This design comes from an exercise in tuning for small area on the open sky130 flow, not from production work. The RTL was checked by simulation tests, not by an equivalence proof against the original design.

<file path="flow/design.v">
module HeartRateComparatorDataflow (
    input [7:0] hr_input,
    output [1:0] hr_classification
);
    assign hr_classification = (hr_input <= 150) ? 2'b00 : 
                               (hr_input <= 180) ? 2'b01 : 2'b10;   
endmodule
module WorkoutIntensityComparatorDataflow (
    input [31:0] avg_heart_rate,
    output [1:0] workout_intensity
);
    assign workout_intensity = (avg_heart_rate < 120) ? 2'b00 :    
                               (avg_heart_rate <= 160) ? 2'b01 :   
                               2'b10;   
endmodule
module StepCalculatorDataflow (
    input wire clk,
    input wire rst,
    input wire [7:0] hr_input,
    input wire [2:0] steps_per_second,
    input wire [7:0] stride_length,
    input wire valid_input,
    output reg [15:0] total_steps,
    output reg [31:0] total_distance,
    output reg [31:0] distance_per_second,
    output reg [7:0] time_elapsed,
    output wire [1:0] heart_rate_classification,
    output reg [7:0] max_heart_rate,
    output reg [31:0] total_calories,
    output reg [31:0] average_heart_rate,
    output wire [1:0] workout_intensity,
    output reg [15:0] speed
);
    reg [31:0] heart_rate_sum;
    reg [7:0] heart_rate_count;
    reg [7:0] time_counter;
    wire [31:0] distance_this_second;
    wire [31:0] calories_this_second;
    assign distance_this_second = steps_per_second * stride_length;
    assign calories_this_second = (15 * time_elapsed * average_heart_rate) / 8000;   
    HeartRateComparatorDataflow hr_comparator (
        .hr_input(hr_input),
        .hr_classification(heart_rate_classification)
    );
    WorkoutIntensityComparatorDataflow workout_intensity_comparator (
        .avg_heart_rate(average_heart_rate),
        .workout_intensity(workout_intensity)
    );
    always @(posedge clk or posedge rst) begin
        if (rst) begin
            total_steps <= 0;
            total_distance <= 0;
            distance_per_second <= 0;
            time_counter <= 0;
            time_elapsed <= 0;
            max_heart_rate <= 0;
            total_calories <= 0;
            average_heart_rate <= 0;
            heart_rate_sum <= 0;
            heart_rate_count <= 0;
            speed <= 0;
        end else if (valid_input) begin
            total_steps <= total_steps + steps_per_second;   
            total_distance <= total_distance + distance_this_second;   
            total_calories <= calories_this_second;   
            if (hr_input > max_heart_rate)
                max_heart_rate <= hr_input;
            heart_rate_sum <= heart_rate_sum + hr_input;
            heart_rate_count <= heart_rate_count + 1;
            average_heart_rate <= (heart_rate_count == 0) ? 32'd0 : heart_rate_sum / heart_rate_count;
            time_counter <= time_counter + 1;
            time_elapsed <= time_counter;
            if (time_elapsed > 0)
                speed <= total_distance / time_elapsed;
            else
                speed <= 0;
        end
    end
endmodule
</file>
<file path="flow/run.sh">
#!/bin/bash
# synth_recipe.tcl (not shown) runs the flow's synth.tcl, then flattens the netlist and writes it again
# the make line also repeats each setting of config.mk as NAME=value (left out here)
make -C /OpenROAD-flow-scripts/flow DESIGN_CONFIG=/design/flow/config.mk WORK_HOME=/design/flow/orfs CLKGATE_MAP_FILE= SYNTH_SCRIPT=/design/flow/synth_recipe.tcl finish
</file>
<file path="flow/config.mk">
export PLATFORM = sky130hd
export DESIGN_NAME = StepCalculatorDataflow
export DESIGN_NICKNAME = StepCalculatorDataflow
export VERILOG_FILES = /design/flow/design.v
export SDC_FILE = /design/flow/constraint.sdc
export NUM_CORES = 4
export LEC_CHECK = 0
export CAP_MARGIN = 20
export CORE_MARGIN = 2
export CORE_UTILIZATION = 40
export SLEW_MARGIN = 20
</file>
<file path="flow/constraint.sdc">
create_clock -name core_clock -period 90.0 [get_ports {clk}]
set_input_delay 18.0000 -clock core_clock [delete_from_list [all_inputs] [get_ports {clk}]]
set_output_delay 18.0000 -clock core_clock [all_outputs]
set_load 0.01 [all_outputs]
</file>
==> impl_metrics.json <==
{
  "synth.most_common_cell": "nand2_1",
  "ctsHoldBuffers": 0,
  "ctsHtreeMaxLevel": 4,
  "cp-end-kind": "register",
  "die_y_um": 395,
  "holdWs_ns": 0.469,
  "synth_fa_ha_area_share_pct": 20.5,
  "nets": 9214,
  "synthSimpleGateAreaFrac_pct": 28.0,
  "muxShareOfSynthArea_pct": 3.90,
  "worst_ep_required_time_ns": 90.43,
  "io_pins": 202,
  "synth_common_cells": "nand2_1, nor2_1, ha_1",
  "drive_gt1_share_pct": 10.6,
  "start_kind": "register",
  "yosysTopAreaCellShare_pct": 11.6,
  "rr_startpoint": "total_distance[1]$_DFFE_PP0P_",
  "cts_buffer_depth": 2,
  "drtIter0Drc": 4945,
  "synth_top_family_by_area": "compound AO/OA/AOI/OAI gates",
  "setup.worst_path.start": "total_distance[1]$_DFFE_PP0P_",
  "synth_seq_cells": 180,
  "synth_edf_count": 0,
  "drv_cap": 0,
  "yosysTopAreaCell": "ha_1",
  "grt_pass1_wl_um": 330000,
  "hold_viol": 0,
  "synth_compound_area_share_pct": 28.2,
  "setup.worst_path.end": "speed[0]$_DFFE_PP0P_",
  "numCtsBuffers": 17,
  "fmax_mhz": 11.9,
  "relSlewSlack_pct": 16.1,
  "port_buffers": 157,
  "fillCellCount": 15515,
  "worst_clock_skew_ns": 0.0208,
  "globalplace.congestion": 0.932,
  "yosysWarnings": 1,
  "first_pass_iters": 6,
  "ys.flop_type": "dfrtp_1",
  "post_drt_wl_per_cell_um": 20.0,
  "final_max_slew_viol_count": 0,
  "antenna_left": 0,
  "multi_input_area_mm2": 0.0544,
  "synth-xor-area-share_pct": 6.78,
  "critPathMostFrequentCell": "o21a_1",
  "cts_tree": "built",
  "synth.cell_area_mm2": 0.0613,
  "fin_util_pct": 44.2,
  "seq_area_mm2": 0.00451,
  "grt.total_usage_pct": 25.7,
  "setup_tns_ns": 0,
  "die_x_um": 395,
  "clockRootBuffer": "clkbuf_16",
  "cp.arrival_ns": 84.73,
  "syn_to_final_growth_pct": 9.74,
  "die_area_mm2": 0.156,
  "r2r_setup_slack_ns": 5.70,
  "place_area_mm2": 0.0654,
  "worstRegToRegCells": 394,
  "dpl.cell_count": 10299,
  "drc": 0,
  "clk_pin_slew_ns": 0.08,
  "netlist_instances": 8215,
  "finalCritPeriodShare_pct": 93.7,
  "wl_um": 208000,
  "antenna_found_initial": 5,
  "gr-total-overflow": 0,
  "path_class": "reg -> reg",
  "outcome": "no timing/DRC/antenna violations",
  "dp_hpwl_um": 167000,
  "critPathMaxFanout": 19,
  "start_util_pct": 40.3,
  "tightest_slew_ns": 1.25,
  "min_period_ns": 84.30,
  "reg2reg_to": "speed[0]$_DFFE_PP0P_",
  "rows": 143,
  "hold_path_class": "reg -> reg",
  "cp_slowest_cell": "or4_4",
  "vias_per_cell": 6.11,
  "postSynthAreaPerCell_um2": 7.46,
  "yosys.cell_types.count": 160,
  "max_stage_delay_ns": 0.67,
  "core_mm2": 0.152,
  "grt_pass1_vias": 60501,
  "final_cells": 10401,
  "setup_viol": 0,
  "dr_total_vias": 63572,
  "async_flop_share_pct": 100,
  "grt_max_degree": 67,
  "synth_area_leaders": "ha_1, fa_1, dfrtp_1, nand2_1, xnor2_1",
  "synth_seq_area_share_pct": 7.35,
  "worstSkewPairLatency_ns": 0.56,
  "fin_area_mm2": 0.0672,
  "clkSinkCount": 180
}
## layout make-up
| class | instances | share of cell area, % |
|---|---|---|
| Inverter | 394 | 2.21 |
| Sequential cell | 180 | 6.70 |
| Tap cell | 2030 | 3.78 |
| Clock inverter | 11 | 0.277 |
| Timing Repair Buffer | 437 | 5.47 |
| Clock buffer | 21 | 0.700 |
| Multi-Input combinational cell | 7327 | 80.9 |
| Antenna cell | 1 | 0.00372 |
## worst min-delay path by stage
stage | startpoint | to | slack [ns] | cells past startpoint
6_report | total_steps[15]$_DFFE_PP0P_ | total_steps[15]$_DFFE_PP0P_ | 0.47 | 1
5_1_grt | total_steps[15]$_DFFE_PP0P_ | total_steps[15]$_DFFE_PP0P_ | 0.48 | 1
2_1_floorplan | time_counter[7]$_DFFE_PP0P_ | time_counter[7]$_DFFE_PP0P_ | 0.45 | 1
3_5_place_dp | total_steps[15]$_DFFE_PP0P_ | total_steps[15]$_DFFE_PP0P_ | 0.46 | 1
4_1_cts | total_steps[15]$_DFFE_PP0P_ | total_steps[15]$_DFFE_PP0P_ | 0.48 | 1
3_3_place_gp | total_steps[15]$_DFFE_PP0P_ | total_steps[15]$_DFFE_PP0P_ | 0.46 | 1
## repair_timing
action                                  4_1_cts  5_1_grt
cloned                                        0        0
resized for setup                            13      153
buffers inserted                              1       68
endpoints found under the setup margin        1        6
pin swaps                                     1       28
## cell usage in the layout, fill, tap and decap left out, types with 82 or more instances in the layout
master	count
xnor2_1	326
inv_1	392
fa_1	269
nand4_1	113
nand3_1	192
or2_2	102
nand2_1	867
xor2_1	128
a31oi_1	88
a21o_1	134
mux2i_1	82
nor4_1	93
buf_4	280
clkdlybuf4s50_1	156
ha_1	566
and2_1	172
nor2_1	658
and3_1	84
dfrtp_1	178
o21a_1	350
o31ai_1	170
nor3_1	461
a21oi_1	424
mux2_2	124
o21ai_0	296
## worst max-delay path: cells and delay by family, from the launching register on
| family | cells | cell delay, ns |
|---|---|---|
| AO/OA/AOI/OAI | 212 | 41.86 |
| AND/OR/NAND/NOR | 127 | 28.25 |
| adder cells (fa/ha/maj) | 31 | 9.13 |
| buffers and inverters | 17 | 2.25 |
| multiplexers | 7 | 2.05 |
| flip-flops | 1 | 0.47 |
## registers in the layout (all words and copies together) (netlist names), 16 cells and up
signal / flops
total_calories: 20
total_distance: 32
total_steps: 16
average_heart_rate: 32
speed: 16
heart_rate_sum: 32
## through the flow
stage | worst slack [ns]
4_1_cts | 0.00382
2_1_floorplan | 5.80
6_report | 5.70
3_5_place_dp | -2.08
3_3_place_gp | 0.973
5_1_grt | -0.231
## kinds of logic (layout without fill, tap and decap cells)
kind of cell | after synthesis | after routing
compound gates | 2415 | 2415
xor+xnor | 467 | 467
fa+ha+maj | 846 | 846
buf+inv | 751 | 863
flops | 180 | 180
mux | 220 | 220
other cells | 1 | 45
simple gates | 3335 | 3335
## metal layers
metal / GRT usage, % / part of all wire, % / vias up
li1: - / - / 30739
met1: 35.1 / 45 / 30716
met2: 42.6 / 46 / 1824
met3: 2.57 / 5.6 / 291
met4: 7.98 / 3.1 / 2
met5: 0 / 0.0063 / -

-- port drivers added, routing unchanged --
How much do the figures lean on ideal ports? The routed layout below was timed once more, with nothing changed but the port constraints. Step 1 assumes that a clkbuf_16 drives the clock port and a buf_2 every other input. Step 2 also shifts input and output timing later by t, the mid clock arrival at the registers, as if the neighbouring blocks saw the same clock. Slacks: ideal ports / drivers / drivers and shift; pairs: ideal ports / drivers.
t, ns: 0.631
slack for setup (ns): 5.703 / 5.703 / 5.703
slew at the worst register clock pin (ns): 0.09 / 0.09
After both steps setup and hold are still met in this run. For this run, drivers alone change the setup slack by 0.000 ns; drivers and shift together by 0.000 ns.
